Background: an optimization exercise with open tools, aiming at small area and a short achievable clock period. Do not read the settings as production practice.
Function was checked by simulation only, so behaviour that the tests miss may differ from the original.
Power figures rest on the tool's default switching activity, not on a simulated workload.

File: flow/run.sh
#!/bin/bash
# synth_recipe.tcl (not shown) runs the flow's synth.tcl, then flattens the netlist and writes it again
# the make line also repeats each setting of config.mk as NAME=value (left out here)
make -C /OpenROAD-flow-scripts/flow DESIGN_CONFIG=/design/flow/config.mk WORK_HOME=/design/flow/orfs CLKGATE_MAP_FILE= SYNTH_SCRIPT=/design/flow/synth_recipe.tcl finish
File: flow/config.mk
export PLATFORM = sky130hd
export DESIGN_NAME = ALU_TOP
export DESIGN_NICKNAME = ALU_TOP
export VERILOG_FILES = /design/flow/design.v
export SDC_FILE = /design/flow/constraint.sdc
export NUM_CORES = 4
export LEC_CHECK = 0
export CAP_MARGIN = 20
export CORE_MARGIN = 2
export CORE_UTILIZATION = 40
export SLEW_MARGIN = 20
File: flow/constraint.sdc
create_clock -name core_clock -period 38.0 [get_ports {CLK}]
set_input_delay 7.6000 -clock core_clock [delete_from_list [all_inputs] [get_ports {CLK}]]
set_output_delay 7.6000 -clock core_clock [all_outputs]
set_load 0.01 [all_outputs]
File: flow/design.v
module DIV_STAGES #(
  parameter FIRST = 0,
  parameter LAST = 15
  ) (
  input  wire [15:0] a,
  input  wire [15:0] b,
  input  wire [15:0] r_in,
  output wire [15:0] q,
  output wire [15:0] r_out
  );
  wire [16:0] bhi;
  assign bhi[16] = 1'b0;
  genvar w;
  generate
    for (w = 15; w >= 0; w = w - 1) begin : g_bhi
      assign bhi[w] = bhi[w + 1] | b[w];
    end
  endgenerate
  wire [15:0] r [FIRST:LAST + 1];
  assign r[FIRST] = r_in;
  genvar s;
  generate
    for (s = FIRST; s <= LAST; s = s + 1) begin : g_stage
      wire [s:0] t;
      if (s == 0) begin : g_t0
        assign t = a[15];
      end else begin : g_tn
        assign t = {r[s][s-1:0], a[15-s]};
      end
      wire [s:0] gg = ~t & b[s:0];
      wire [s:0] pp = ~t | b[s:0];
      wire [s:0] G [0:5];
      wire [s:0] P [0:5];
      assign G[0] = gg;
      assign P[0] = pp;
      genvar l, j;
      for (l = 0; l < 5; l = l + 1) begin : g_lvl
        for (j = 0; j <= s; j = j + 1) begin : g_bit
          if (j >= (1 << l)) begin : g_c
            assign G[l+1][j] = G[l][j] | (P[l][j] & G[l][j - (1 << l)]);
            assign P[l+1][j] = P[l][j] & P[l][j - (1 << l)];
          end else begin : g_p
            assign G[l+1][j] = G[l][j];
            assign P[l+1][j] = P[l][j];
          end
        end
      end
      wire [s+1:0] c = {G[5], 1'b0};
      wire ge = ~c[s+1] & ~bhi[s+1];
      wire [s:0] bc = b[s:0] ^ c[s:0];
      wire [s:0] d = t ^ bc;
      assign q[15-s] = ge;
      if (s == 15) begin : g_last
        assign r[s+1] = ge ? d : t;
      end else begin : g_mid
        assign r[s+1] = {{(15-s){1'b0}}, (ge ? d : t)};
      end
    end
  endgenerate
  assign r_out = r[LAST + 1];
  genvar u;
  generate
    for (u = 0; u < 16; u = u + 1) begin : g_q
      if (u > 15 - FIRST || u < 15 - LAST) begin : g_z
        assign q[u] = 1'b0;
      end
    end
  endgenerate
endmodule
module ALU_TOP #(
  parameter DATA_WIDTH = 16
  ) (
  input wire [DATA_WIDTH - 1 : 0] A,
  input wire [DATA_WIDTH - 1 : 0] B,
  input wire [3:0] ALU_FUN,
  input wire CLK,
  output wire [DATA_WIDTH - 1 : 0] Arith_OUT,
  output wire Carry_OUT,
  output wire Arith_Flag,
  output wire [DATA_WIDTH - 1 : 0] Logic_OUT,
  output wire Logic_Flag,
  output wire [DATA_WIDTH - 1 : 0] Shift_OUT,
  output wire Shift_Flag,
  output wire [DATA_WIDTH - 1 : 0] CMP_OUT,
  output wire CMP_Flag
  );
  localparam K = 9;    
  wire [15:0] q_pre;
  wire [15:0] r_pre;
  DIV_STAGES #(.FIRST(0), .LAST(K - 1)) U_div_pre (
    .a(A), .b(B), .r_in(16'd0), .q(q_pre), .r_out(r_pre)
  );
  reg [15:0] a_q, b_q;
  reg [3:0]  fun_q;
  reg [K-1:0] qh_q;
  reg [K-1:0] r_q;
  always @(posedge CLK) begin
    a_q   <= A;
    b_q   <= B;
    fun_q <= ALU_FUN;
    qh_q  <= q_pre[15:16-K];
    r_q   <= r_pre[K-1:0];
  end
  wire [15:0] q_post;
  wire [15:0] r_post;
  DIV_STAGES #(.FIRST(K), .LAST(15)) U_div_post (
    .a(a_q), .b(b_q), .r_in({{(16-K){1'b0}}, r_q}), .q(q_post), .r_out(r_post)
  );
  wire [15:0] quot = {qh_q, q_post[15-K:0]};
  wire [16:0] sum  = {1'b0, a_q} + {1'b0, b_q};
  wire [16:0] dif  = {1'b0, a_q} - {1'b0, b_q};
  wire [16:0] prod = a_q * b_q;
  wire sel_arith = (fun_q[3:2] == 2'b00);
  wire sel_logic = (fun_q[3:2] == 2'b01);
  wire sel_cmp   = (fun_q[3:2] == 2'b10);
  wire sel_shift = (fun_q[3:2] == 2'b11);
  reg [16:0] arith;
  always @(*) begin
    case (fun_q[1:0])
      2'b00: arith = sum;
      2'b01: arith = dif;
      2'b10: arith = prod;
      default: arith = {1'b0, quot};
    endcase
  end
  assign {Carry_OUT, Arith_OUT} = sel_arith ? arith : 17'd0;
  assign Arith_Flag = sel_arith;
  reg [15:0] logic_r;
  always @(*) begin
    case (fun_q[1:0])
      2'b00: logic_r = a_q & b_q;
      2'b01: logic_r = a_q | b_q;
      2'b10: logic_r = ~(a_q & b_q);
      default: logic_r = ~(a_q | b_q);
    endcase
  end
  assign Logic_OUT  = sel_logic ? logic_r : 16'd0;
  assign Logic_Flag = sel_logic;
  reg [1:0] cmp_r;
  always @(*) begin
    case (fun_q[1:0])
      2'b00: cmp_r = 2'd0;
      2'b01: cmp_r = (a_q == b_q) ? 2'd1 : 2'd0;
      2'b10: cmp_r = (a_q > b_q) ? 2'd2 : 2'd0;
      default: cmp_r = (a_q < b_q) ? 2'd3 : 2'd0;
    endcase
  end
  assign CMP_OUT  = sel_cmp ? {14'd0, cmp_r} : 16'd0;
  assign CMP_Flag = sel_cmp;
  reg [15:0] shift_r;
  always @(*) begin
    case (fun_q[1:0])
      2'b00: shift_r = a_q >> 1;
      2'b01: shift_r = a_q << 1;
      2'b10: shift_r = b_q >> 1;
      default: shift_r = b_q << 1;
    endcase
  end
  assign Shift_OUT  = sel_shift ? shift_r : 16'd0;
  assign Shift_Flag = sel_shift;
endmodule
==> results.txt <==
Final min period=24.29 ns; cell type with the highest aggregate area in the netlist=sky130_fd_sc_hd__fa_1; count of buffers inserted at the top-level ports=91; number of buffers on the longest clock path=2; worst-margin pin slew=1.13 ns; Netlist Area Pre-Place=17,700 um^2; status=no timing/DRC/antenna violations; top cells by area, synth=sky130_fd_sc_hd__fa_1, sky130_fd_sc_hd__ha_1, sky130_fd_sc_hd__xnor2_1, sky130_fd_sc_hd__dfxtp_1, sky130_fd_sc_hd__nor2_1; I/O pin total=106; Area Overhead vs Synth=8.40%; Worst Min Path Start=A[0]; number of cell rows=77; Unique masters post-synth=120; clock tree root driver cell=sky130_fd_sc_hd__clkbuf_16; pin count of the biggest net entering global routing=70; classification of the worst setup path=register to output pin; Clock power frac=8.6%; post-route ant nets=0; fraction of final layout cells sized beyond drive strength 1=7.54%; WP data required=30.40 ns; slew margin rel.=24.1%; TritonCTS clock tree=built; sequential element share of the synthesized area=6.10%; async set-or-reset flop fraction in the synthesized netlist=0%; sort of element at the start of the critical path=register; summed negative setup slack over all endpoints=0 ns; final weighted congestion in routability-driven placement=0.923; cell mode on critical path=sky130_fd_sc_hd__maj3_1; final worst setup slack=13.71 ns; Post-CTS Repair Setup Buffers=0; Peak supply drop=0.0000400 V; post-DP HPWL=48,800 um; max-cap viol count=0; proportion of power drawn by combinational gates=82.4%; number of synthesized flops with an enable pin=0; number of antenna violations at the first check in global routing=1; antenna fix cells=0; Hold Fails Final Rpt=0; count of instances resized after the clock tree is built=0; Internal Power=0.344 mW; Routed WL per cell=21.6 um; PwrDens=38.3 nW/um^2; worst hold path stage count=1; post-route fraction of the period consumed by the critical path=63.9%; core region area=43,900 um^2; kind of end point of the critical path=output pin; average via count per standard cell=6.02; number of H-tree branching levels=2; horizontal die dimension=214 um; via count of the first global-routing pass=17,500; 1st-iter DRT viols=1,641; final setup violation count=0; final routed DRC violation total=0; maximum achievable frequency=41.2 MHz; number of nets in the layout=2,662; maximum fanout count along the critical path=22; first-pass GRT wire length=101,000 um; WL final=64,600 um; total track usage=27.6%; clock transition at the register clock pins on the worst setup and hold paths after CTS=0.11 ns; flop and latch count out of synthesis=54; First-pass DRT Iterations=5; cell at the slowest stage of the critical path=sky130_fd_sc_hd__o21ai_2; Primary FF master, synth=sky130_fd_sc_hd__dfxtp_1; total via count in the routed design=18,000; pre-CTS setup slack=14.38 ns; TritonCTS sink count=54; Worst path max stage delay=0.71 ns; switching part of the total power=53.2%; area enclosed by the die boundary=46,000 um^2; gate count after technology mapping=2,398; count of hold-fix buffers inserted at cts=0; initial core utilization=40.3%; Psw=0.391 mW; TritonCTS Buffers=5; sequential power share=9.0%; global route total overflow=0; arrival time at the worst endpoint=16.69 ns; Tightest Hold Check Type=primary input to register; Die Y-Extent=214 um; total of warnings raised by yosys=3; leakage power total=7.87 nW; Worst Hold End=a_q[0]; Synth top area share=12.0%; unrepaired setup endpoints after global routing=no; final slew viol count=0; Syn Area/Cell=7.39 um^2
==> cell usage after synthesis (27+ instances only) <==
master	instances
sky130_fd_sc_hd__xnor2_1	156
sky130_fd_sc_hd__o211ai_1	27
sky130_fd_sc_hd__fa_1	106
sky130_fd_sc_hd__ha_1	120
sky130_fd_sc_hd__o21ai_0	91
sky130_fd_sc_hd__maj3_1	37
sky130_fd_sc_hd__nor3_1	58
sky130_fd_sc_hd__inv_1	221
sky130_fd_sc_hd__dfxtp_1	54
sky130_fd_sc_hd__xor2_1	38
sky130_fd_sc_hd__clkbuf_1	89
sky130_fd_sc_hd__nand3_1	42
sky130_fd_sc_hd__a21oi_1	135
sky130_fd_sc_hd__nor2b_1	29
sky130_fd_sc_hd__nor2_1	265
sky130_fd_sc_hd__and2_1	34
sky130_fd_sc_hd__a31oi_1	37
sky130_fd_sc_hd__nand2_1	211
sky130_fd_sc_hd__a21o_1	41
==> critical path: cells and delay by family (launching register included) <==
kind | cells | cell delay (ns)
buffers and inverters | 3 | 0.95
adders and majority gates | 11 | 4.45
muxes | 1 | 0.25
DFF | 1 | 0.58
and+or+nand+nor | 15 | 3.37
AOI/OAI and AO/OA | 24 | 5.77
xor gates and xnor gates | 2 | 0.90
==> final cells by class <==
cell class | instances | area, um^2
Timing Repair Buffer | 126 | 1170
Sequential cell | 54 | 1090
Fill cell | 4617 | 24700
Tap cell | 592 | 741
Clock inverter | 2 | 38.8
Multi-Input combinational cell | 1979 | 15100
Inverter | 233 | 875
Clock buffer | 6 | 139
==> metal layers <==
metal | track usage, % | part of all wire [%] | vias up
met1 | 39.0 | 45 | 8737
met3 | 4.26 | 7.9 | 98
met5 | 0 | 0 | -
li1 | - | - | 8426
met4 | 7.41 | 2.8 | 0
met2 | 43.7 | 44 | 745
==> worst max-delay path by stage <==
stage               slack [ns]           end  startpoint  cells past startpoint
floorplan                17.00  Arith_OUT[0]      a_q[6]                     58
global placement         14.85  Arith_OUT[0]      a_q[6]                     56
detailed placement       14.38  Arith_OUT[0]      a_q[6]                     56
CTS                      13.95  Arith_OUT[0]      a_q[6]                     56
global route             12.46  Arith_OUT[0]      a_q[6]                     56
finish                   13.71  Arith_OUT[0]      a_q[6]                     56
==> stage by stage <==
| stage | instances | instance area, um^2 | utilization [%] | power, mW | hold WS (ns) |
|---|---|---|---|---|---|
| detailed placement | 2984 | 19000 | 43.3 | 0.660 | 8.06 |
| CTS | 2992 | 19200 | 43.7 | 0.729 | 7.68 |
| global placement | 2984 | 19000 | 43.3 | 0.655 | 8.05 |
| floorplan | 2411 | 17800 | - | 0.513 | 7.63 |
| finish | 2992 | 19200 | 43.7 | 0.735 | 7.69 |
| global route | 2992 | 19200 | 43.7 | 0.807 | 7.69 |
==> power groups by stage <==
stage	sequential, mW	combinational, mW	clock [mW]
6_report	0.0660	0.606	0.0630
5_1_grt	0.0663	0.675	0.0657
4_1_cts	0.0658	0.599	0.0641
3_5_place_dp	0.0671	0.593	0
3_3_place_gp	0.0670	0.588	0
2_1_floorplan	0.0631	0.450	0
==> layout by cell type (no fill, tap or decap), types with 17 or more instances in the layout <==
master                            count
sky130_fd_sc_hd__nor2_1             265
sky130_fd_sc_hd__inv_1              221
sky130_fd_sc_hd__nand2_1            211
sky130_fd_sc_hd__xnor2_1            156
sky130_fd_sc_hd__a21oi_1            135
sky130_fd_sc_hd__ha_1               120
sky130_fd_sc_hd__fa_1               106
sky130_fd_sc_hd__o21ai_0             91
sky130_fd_sc_hd__clkdlybuf4s50_1     91
sky130_fd_sc_hd__nor3_1              58
sky130_fd_sc_hd__dfxtp_1             50
sky130_fd_sc_hd__nand3_1             42
sky130_fd_sc_hd__a21o_1              41
sky130_fd_sc_hd__xor2_1              38
sky130_fd_sc_hd__a31oi_1             37
sky130_fd_sc_hd__maj3_1              37
sky130_fd_sc_hd__buf_4               35
sky130_fd_sc_hd__and2_1              34
sky130_fd_sc_hd__nor2b_1             29
sky130_fd_sc_hd__o211ai_1            27
sky130_fd_sc_hd__o31ai_1             26
sky130_fd_sc_hd__mux2i_1             26
sky130_fd_sc_hd__a211oi_1            25
sky130_fd_sc_hd__nand2b_1            25
sky130_fd_sc_hd__or2_2               21
sky130_fd_sc_hd__nor4_1              19
sky130_fd_sc_hd__nand4_1             19
sky130_fd_sc_hd__or3_1               17
==> flip-flops by register name, indices dropped and copies added, names as in the netlist <==
signal  count
b_q        16
qh_q        9
a_q        16
fun_q       4
r_q         9
==> kinds of logic after synthesis <==
| logic type | share of synthesized area (%) |
|---|---|
| and+or+nand+nor | 22.7 |
| other | 0.0212 |
| muxes | 4.28 |
| xor gates and xnor gates | 10.0 |
| AOI/OAI and AO/OA | 25.2 |
| DFF | 6.10 |
| buffers and inverters | 8.67 |
| adders and majority gates | 23.1 |

## re-timing with driven ports
Ports are ideal in the flow. The routed layout listed here was re-timed in OpenROAD.
Step 1, drivers: a clkbuf_16 drives CLK and a buf_2 each remaining input, both assumed.
Step 2 times the ports against the registers' clock, not the clock port: input delays grow and output delays shrink by t, the midpoint of the rising clock arrivals with the driver on.
a / b / c = ideal ports / drivers / drivers and shift; a / b = the first two.
shift t [ns]: 0.383
setup WS [ns]: 13.713 / 13.665 / 14.048
worst setup path after step 2: register to output
worst slew at a driven data input, ns: 0.04
cell pins on the clock port's net: 1
After both steps this run still meets setup and hold. For this run, drivers alone change the setup slack by -0.048 ns; drivers and shift together by +0.335 ns.
